This is an optimization exercise on Yosys and OpenROAD, whose aim is small area and a short achievable clock period, not a production implementation. The RTL was checked by simulation tests, not by an equivalence proof against the original design.

v20:
Design mac_top, start of the top module:
module mac_top
(
	input                    clk,
	input                    rst_n,         
	input                    enable,
	input                    valid,
	input                    read,    
	input                    mode,    
	input                    cfg,
	input             [15:0] in_a,
	input             [15:0] in_b,
	output            [15:0] mac_out,
	output                   error
);
Settings: LEC_CHECK=0, ABC_AREA=1, CAP_MARGIN=10, CORE_MARGIN=2, CORE_UTILIZATION=40, CTS_BUF_LIST=sky130_fd_sc_hd__clkbuf_4 sky130_fd_sc_hd__clkbuf_8, PLACE_DENSITY=0.6, SLEW_MARGIN=10; clock period 42.0 ns.
standard.sh (not shown) runs the stock make flow with config.mk's settings and CLKGATE_MAP_FILE= SYNTH_SCRIPT=/design/flow/synth_recipe.tcl, a recipe that flattens the netlist after the stock synthesis.
==> flow/flow/run.sh <==
#!/bin/bash
# Standard layout with five changes to how it is made (the clock, constraints
# and checks are the design's own):
#  - synthesis maps logic with the delay-bounded area mapping in flow/abc_area.script
#  - synthesis leaves full and half adders to that mapping (no ADDER_MAP_FILE)
#  - synthesis maps adders' carry logic with Yosys's default Brent-Kung tree
#    (any SYNTH_OPERATIONS_ARGS drops ORFS's Kogge-Stone extra map; -nordff
#    only concerns memories, which this design has none of)
#  - ports get the smallest buffer (buf_1); timing repair resizes the ones that matter
#  - timing repair aims for more setup slack than the design's period needs
set -euo pipefail
W=$(pwd)
rm -rf "$W/scripts_local"
cp -r "$FLOW_HOME/scripts" "$W/scripts_local"
cp "$W/flow/abc_area.script" "$W/scripts_local/abc_area.script"
bash standard.sh SCRIPTS_DIR="$W/scripts_local" SYNTH_OPERATIONS_ARGS=-nordff ADDER_MAP_FILE= \
	"BUFFER_PORTS_ARGS=-buffer_cell sky130_fd_sc_hd__buf_1" SETUP_SLACK_MARGIN=24 finish > standard_flow.log 2>&1
==> flow/flow/abc_area.script <==
strash
dch -f
map -D 5000
topo
stime -c
dnsize -c -D 5000
Here is what was changed in the inputs of v26 compared with v20.
Settings: CTS_BUF_LIST removed (was sky130_fd_sc_hd__clkbuf_4 sky130_fd_sc_hd__clkbuf_8); CAP_MARGIN changed from 10 to 20; SLEW_MARGIN changed from 10 to 20.
--- a/flow/flow/run.sh
+++ b/flow/flow/run.sh
@@ -4 +4 @@
-#  - synthesis maps logic with the delay-bounded area mapping in flow/abc_area.script
+#  - synthesis maps logic with the area mapping under a delay bound in flow/abc_area.script (after the resyn2 rewriting)
==> flow/flow/abc_area.script <==
strash
balance
rewrite
refactor
balance
rewrite
rewrite -z
balance
refactor -z
rewrite -z
balance
dch -f
map -D 6000
topo
stime -c
dnsize -c -D 6000
v26 vs v20 — average size of a mapped cell climbed by a few percent. v26 improves on v20 in cell area after technology mapping. Changes observed in v26 relative to v20: number of cell instances on the worst register-to-register path went up by about 26%, cell area went up by about 0.7%, number of tap instances went down by 17. From v20 to v26 the numbers moved as follows: share of the clock period used by the worst path after layout higher, cell count after synthesis lower, wire length lower.
[inputs] v3 vs v26
Settings: a change of CAP_MARGIN from 20 to 10; an added CTS_BUF_LIST of sky130_fd_sc_hd__clkbuf_4 sky130_fd_sc_hd__clkbuf_8; a change of SLEW_MARGIN from 20 to 10.
--- a/flow/flow/run.sh
+++ b/flow/flow/run.sh
@@ -4 +4 @@
-#  - synthesis maps logic with the area mapping under a delay bound in flow/abc_area.script (after the resyn2 rewriting)
+#  - synthesis maps logic with the delay-bounded area mapping in flow/abc_area.script, after two rounds of resyn2-style AIG rewriting
--- a/flow/flow/abc_area.script
+++ b/flow/flow/abc_area.script
@@ -11,0 +12,10 @@
+balance
+rewrite
+refactor
+balance
+rewrite
+rewrite -z
+balance
+refactor -z
+rewrite -z
+balance
@@ -13 +23 @@
-map -D 6000
+map -D 5000
@@ -16 +26 @@
-dnsize -c -D 6000
+dnsize -c -D 5000
- v3 against v26: simple-gate area share of the yosys netlist moved up, worst hold slack after final layout went up by 0.0037 ns, fraction of final layout cells sized beyond drive strength 1 dropped 8.6 points, wire length decreased about 6%.
- Cell with the largest stage delay on the worst path: sky130_fd_sc_hd__dfrtp_1 -> v26, sky130_fd_sc_hd__nor2_1 -> v3
- v3 vs v26, final critical path time including I/O delays and setup went up by 0.069 ns.
- v3 vs v26: post-route cell area down in v3
Here is what was changed in the inputs of v14 compared with v3.
Settings: SLEW_MARGIN changed from 10 to 20; CAP_MARGIN changed from 10 to 20; CTS_BUF_LIST removed (was sky130_fd_sc_hd__clkbuf_4 sky130_fd_sc_hd__clkbuf_8).
--- a/flow/flow/run.sh
+++ b/flow/flow/run.sh
@@ -4 +4 @@
-#  - synthesis maps logic with the delay-bounded area mapping in flow/abc_area.script, after two rounds of resyn2-style AIG rewriting
+#  - synthesis maps logic with the delay-bounded area mapping in flow/abc_area.script
==> flow/flow/abc_area.script <==
strash
dch -f
map -D 5000
topo
stime -c
dnsize -c -D 5000
--- outcome ---
v3 -> v14: detailed route wirelength on metal2 increased by more than 10%. Taking v3 as the reference, in v14 synthesized area now larger, register area held steady.
Relative to v14, the following input files were edited for v9:
==> flow/run.sh (new file) <==
#!/bin/bash
# synth_recipe.tcl (not shown) runs the flow's synth.tcl, then flattens the netlist and writes it again
# the make line also repeats each setting of config.mk as NAME=value (left out here)
make -C /OpenROAD-flow-scripts/flow DESIGN_CONFIG=/design/flow/config.mk WORK_HOME=/design/flow/orfs CLKGATE_MAP_FILE= SYNTH_SCRIPT=/design/flow/synth_recipe.tcl finish
removed: flow/flow/run.sh
removed: flow/flow/abc_area.script
removed: flow/standard.sh
[summary]
Summary — worst slack after detailed placement, v9 relative to v14: higher, by 0.95 ns.
Summary of v9 over v14: met3 layer usage reported by global route moved down; non-clock buffer area fraction after layout moved up.
First-iteration DRC count (v9 / v14): 0.77
The lower final period utilization came out of v14.
[v9 vs v14] global-route met1 utilization: lower in v9


Starting RTL as in the previous note.
Settings: LEC_CHECK=0, ABC_AREA=1, CAP_MARGIN=10, CORE_MARGIN=2, CORE_UTILIZATION=40, CTS_BUF_LIST=sky130_fd_sc_hd__clkbuf_4 sky130_fd_sc_hd__clkbuf_8, PLACE_DENSITY=0.6, SLEW_MARGIN=10; clock period 42.0 ns.
==> flow/flow/run.sh <==
#!/bin/bash
# Standard layout with five changes to how it is made (the clock, constraints
# and checks are the design's own):
#  - synthesis maps logic with the delay-bounded area mapping in flow/abc_area.script, after dc2 AIG rewriting
#  - synthesis leaves full and half adders to that mapping (no ADDER_MAP_FILE)
#  - synthesis maps adders' carry logic with Yosys's default Brent-Kung tree
#    (any SYNTH_OPERATIONS_ARGS drops ORFS's Kogge-Stone extra map; -nordff
#    only concerns memories, which this design has none of)
#  - ports get the smallest buffer (buf_1); timing repair resizes the ones that matter
#  - timing repair aims for more setup slack than the design's period needs
set -euo pipefail
W=$(pwd)
rm -rf "$W/scripts_local"
cp -r "$FLOW_HOME/scripts" "$W/scripts_local"
cp "$W/flow/abc_area.script" "$W/scripts_local/abc_area.script"
bash standard.sh SCRIPTS_DIR="$W/scripts_local" SYNTH_OPERATIONS_ARGS=-nordff ADDER_MAP_FILE= \
	"BUFFER_PORTS_ARGS=-buffer_cell sky130_fd_sc_hd__buf_1" SETUP_SLACK_MARGIN=24 finish > standard_flow.log 2>&1
==> flow/flow/abc_area.script <==
strash
dc2
dch -f
map -D 5000
topo
stime -c
dnsize -c -D 5000
The starting point finished clean.
Next try:
--- a/flow/flow/run.sh
+++ b/flow/flow/run.sh
@@ -4 +4 @@
-#  - synthesis maps logic with the delay-bounded area mapping in flow/abc_area.script, after dc2 AIG rewriting
+#  - synthesis maps logic with the area mapping under a delay bound in flow/abc_area.script (after the resyn2 rewriting)
@@ -17 +17 @@
-	"BUFFER_PORTS_ARGS=-buffer_cell sky130_fd_sc_hd__buf_1" SETUP_SLACK_MARGIN=24 finish > standard_flow.log 2>&1
+	"BUFFER_PORTS_ARGS=-buffer_cell sky130_fd_sc_hd__buf_1" SETUP_SLACK_MARGIN=24.4 finish > standard_flow.log 2>&1
==> flow/flow/abc_area.script (replaced) <==
strash
balance
rewrite
refactor
balance
rewrite
rewrite -z
balance
refactor -z
rewrite -z
balance
dch -f
map -D 6000
topo
stime -c
dnsize -c -D 6000
--- a/flow/config.mk
+++ b/flow/config.mk
@@ -9 +9 @@
-export CAP_MARGIN = 10
+export CAP_MARGIN = 20
@@ -12 +11,0 @@
-export CTS_BUF_LIST = sky130_fd_sc_hd__clkbuf_4 sky130_fd_sc_hd__clkbuf_8
@@ -14 +13 @@
-export SLEW_MARGIN = 10
+export SLEW_MARGIN = 20
Outcome:
- non-clock buffer count came out higher by 37
- fmax rose by about 1.6%
- worst setup slack gains 0.28 ns
- flip-flop and latch count does not change
- count of clock-buffer cells in the layout stays the same
- global-route usage barely changes
Next try:
==> flow/flow/run.sh (replaced) <==
#!/bin/bash
set -euo pipefail
bash standard.sh SETUP_SLACK_MARGIN=24 finish > standard_flow.log 2>&1
removed: flow/flow/abc_area.script
Effect: The new run finished clean; wire length falls by 15%; count of clock-buffer cells in the layout does not change.


## try-delta
mac_top again, from the RTL that the note above started with.
==> flow/config.mk <==
export PLATFORM = sky130hd
export DESIGN_NAME = mac_top
export DESIGN_NICKNAME = mac_top
export VERILOG_FILES = /design/flow/design.v
export SDC_FILE = /design/flow/constraint.sdc
export NUM_CORES = 4
export LEC_CHECK = 0
export ABC_AREA = 1
export CAP_MARGIN = 10
export CORE_MARGIN = 2
export CORE_UTILIZATION = 40
export CTS_BUF_LIST = sky130_fd_sc_hd__clkbuf_4 sky130_fd_sc_hd__clkbuf_8
export PLACE_DENSITY = 0.6
export SLEW_MARGIN = 10
==> flow/constraint.sdc <==
create_clock -name core_clock -period 42.0 [get_ports {clk}]
set_input_delay 8.4000 -clock core_clock [delete_from_list [all_inputs] [get_ports {clk}]]
set_output_delay 8.4000 -clock core_clock [all_outputs]
set_load 0.01 [all_outputs]
==> flow/flow/run.sh <==
#!/bin/bash
# Standard layout with five changes to how it is made (the clock, constraints
# and checks are the design's own):
#  - synthesis maps logic with the delay-bounded area mapping in flow/abc_area.script, after resyn2-style AIG rewriting
#  - synthesis leaves full and half adders to that mapping (no ADDER_MAP_FILE)
#  - synthesis maps adders' carry logic with Yosys's default Brent-Kung tree
#    (any SYNTH_OPERATIONS_ARGS drops ORFS's Kogge-Stone extra map; -nordff
#    only concerns memories, which this design has none of)
#  - ports get the smallest buffer (buf_1); timing repair resizes the ones that matter
#  - timing repair aims for more setup slack than the design's period needs
set -euo pipefail
W=$(pwd)
rm -rf "$W/scripts_local"
cp -r "$FLOW_HOME/scripts" "$W/scripts_local"
cp "$W/flow/abc_area.script" "$W/scripts_local/abc_area.script"
bash standard.sh SCRIPTS_DIR="$W/scripts_local" SYNTH_OPERATIONS_ARGS=-nordff ADDER_MAP_FILE= \
	"BUFFER_PORTS_ARGS=-buffer_cell sky130_fd_sc_hd__buf_1" SETUP_SLACK_MARGIN=24 finish > standard_flow.log 2>&1
==> flow/flow/abc_area.script <==
strash
balance
rewrite
refactor
balance
rewrite
rewrite -z
balance
refactor -z
rewrite -z
balance
balance
rewrite
refactor
balance
rewrite
rewrite -z
balance
refactor -z
rewrite -z
balance
dch -f
map -D 5000
topo
stime -c
dnsize -c -D 5000
Modified inputs, try-willow compared to try-delta
--- a/flow/flow/run.sh
+++ b/flow/flow/run.sh
@@ -2,5 +2,5 @@
 # Standard layout with five changes to how it is made (the clock, constraints
 # and checks are the design's own):
-#  - synthesis maps logic with the delay-bounded area mapping in flow/abc_area.script, after resyn2-style AIG rewriting
+#  - synthesis maps logic with the delay-bounded area mapping in flow/abc_area.script
 #  - synthesis leaves full and half adders to that mapping (no ADDER_MAP_FILE)
 #  - synthesis maps adders' carry logic with Yosys's default Brent-Kung tree
@@ -15,3 +15,3 @@
 cp "$W/flow/abc_area.script" "$W/scripts_local/abc_area.script"
 bash standard.sh SCRIPTS_DIR="$W/scripts_local" SYNTH_OPERATIONS_ARGS=-nordff ADDER_MAP_FILE= \
-	"BUFFER_PORTS_ARGS=-buffer_cell sky130_fd_sc_hd__buf_1" SETUP_SLACK_MARGIN=24 finish > standard_flow.log 2>&1
+	"BUFFER_PORTS_ARGS=-buffer_cell sky130_fd_sc_hd__buf_1" SETUP_SLACK_MARGIN=24.5 finish > standard_flow.log 2>&1
==> flow/flow/abc_area.script <==
strash
dch -f
map -D 5000
topo
stime -c
dnsize -c -D 5000
==> comparison <==
- try-willow vs try-delta, inserted tap cell count went up by 3.4%.
- Looking at share of cells above drive strength 1, try-willow sits 4.1 points above try-delta.
- try-delta -> try-willow: gate count of the mapped netlist increased by a little under 10%
- Sequential share of cell area: try-willow < try-delta
- Cmp try-willow vs try-delta: time the final worst path needs with I/O delays and setup lower in try-willow
- try-willow vs try-delta: placeable core region up in try-willow
Changes in try-juniper relative to try-willow:
Settings: CTS_BUF_LIST removed (was sky130_fd_sc_hd__clkbuf_4 sky130_fd_sc_hd__clkbuf_8); SLEW_MARGIN changed from 10 to 20; CAP_MARGIN changed from 10 to 20.
==> flow/flow/run.sh <==
#!/bin/bash
# Standard layout with two changes to how it is made (the clock, constraints
# and checks are the design's own):
#  - synthesis maps adders' carry logic with Yosys's default Brent-Kung tree
#    (any SYNTH_OPERATIONS_ARGS drops ORFS's Kogge-Stone extra map; -nordff
#    only concerns memories, which this design has none of)
#  - timing repair aims for more setup slack than the design's period needs
set -euo pipefail
bash standard.sh SYNTH_OPERATIONS_ARGS=-nordff SETUP_SLACK_MARGIN=24 finish > standard_flow.log 2>&1
removed: flow/flow/abc_area.script
### Flow results
- For non-clock buffer count in the final layout, dividing the value from try-juniper by the value from try-willow gives 1.7.
- try-juniper ended up with a lower synthesized instance count than try-willow did.
- mac_out[10] as the last element of the critical path was reported by try-willow, and mac_out[1] by try-juniper.
## Diff of input files: try-onyx against try-juniper
Settings: SLEW_MARGIN changed from 20 to 10; CTS_BUF_LIST newly set to sky130_fd_sc_hd__clkbuf_4 sky130_fd_sc_hd__clkbuf_8; CAP_MARGIN changed from 20 to 10.
==> flow/flow/run.sh <==
#!/bin/bash
set -euo pipefail
W=$(pwd)
rm -rf "$W/scripts_local"
cp -r "$FLOW_HOME/scripts" "$W/scripts_local"
cp "$W/flow/abc_area.script" "$W/scripts_local/abc_area.script"
bash standard.sh SCRIPTS_DIR="$W/scripts_local" SYNTH_OPERATIONS_ARGS=-nordff ADDER_MAP_FILE= \
	"BUFFER_PORTS_ARGS=-buffer_cell sky130_fd_sc_hd__buf_1" \
	"CTS_ARGS=-sink_clustering_enable -repair_clock_nets -dont_use_dummy_load -buf_list {sky130_fd_sc_hd__clkbuf_4 sky130_fd_sc_hd__clkbuf_8}" SETUP_SLACK_MARGIN=24.3 finish > standard_flow.log 2>&1
==> flow/flow/abc_area.script (new file) <==
strash
balance
rewrite
refactor
balance
rewrite
rewrite -z
balance
refactor -z
rewrite -z
balance
balance
rewrite
refactor
balance
rewrite
rewrite -z
balance
refactor -z
rewrite -z
balance
dch -f
map -D 5000
topo
stime -c
dnsize -c -D 5000
Notes after the runs:
Summary — sequential share of layout area, try-onyx relative to try-juniper: higher, by 1.8 points. On met3 routing resource usage after global routing: between try-juniper and try-onyx, it ends up higher for try-onyx. NOTE: met2 track demand over resource in global routing in try-onyx exceeds that of try-juniper. Logic depth of the worst path, buffers included came out higher on try-onyx than on try-juniper. Global-route usage: try-onyx vs try-juniper up 1.7 points. try-onyx: data-path buffer share of cell area in the final layout 6.0 points below try-juniper. try-onyx: done, clean on timing, DRC and antenna. | final instance area | lower: try-onyx |.

-- afterwards: timing with drivers on the ports --
How much do the figures lean on ideal ports? The routed layouts below were timed once more, with nothing changed but the port constraints.
Step 1 assumes that a clkbuf_16 drives the clock port and a buf_2 every other input.
Step 2 moves the port delays by t, midway between the first and last clock arrival at a register: inputs arrive t later, outputs are due t later. That takes back most of the time a late clock gives input paths.
Slacks: no drivers / after step 1 / after step 2; pairs: no drivers / after step 1.
| run | shift t [ns] | setup WS [ns] | worst register clock-pin slew, ns |
|---|---|---|---|
| v20 | 0.334 | 24.345 / 24.325 / 24.325 | 0.09 / 0.09 |
| v26 | 0.339 | 24.259 / 24.218 / 24.384 | 0.08 / 0.08 |
| v3 | 0.343 | 24.190 / 24.166 / 24.166 | 0.10 / 0.10 |
| v14 | 0.327 | 24.347 / 24.327 / 24.327 | 0.07 / 0.07 |
| v9 | 0.338 | 22.953 / 22.911 / 23.249 | 0.07 / 0.07 |
| the first run of note 2 | 0.346 | 24.126 / 24.100 / 24.100 | 0.11 / 0.11 |
| the second run of note 2 | 0.339 | 24.409 / 24.370 / 24.425 | 0.08 / 0.08 |
| the third run of note 2 | 0.337 | 24.134 / 24.110 / 24.110 | 0.07 / 0.07 |
| try-delta | 0.343 | 24.190 / 24.166 / 24.166 | 0.10 / 0.10 |
| try-willow | 0.348 | 24.401 / 24.369 / 24.369 | 0.10 / 0.10 |
| try-juniper | 0.332 | 24.031 / 23.998 / 24.010 | 0.07 / 0.07 |
| try-onyx | 0.345 | 24.335 / 24.312 / 24.312 | 0.10 / 0.10 |
After both steps every run listed still meets setup and hold. The setup slack of try-willow, which loses most, moves by -0.032 ns with the drivers and by -0.032 ns with both steps.
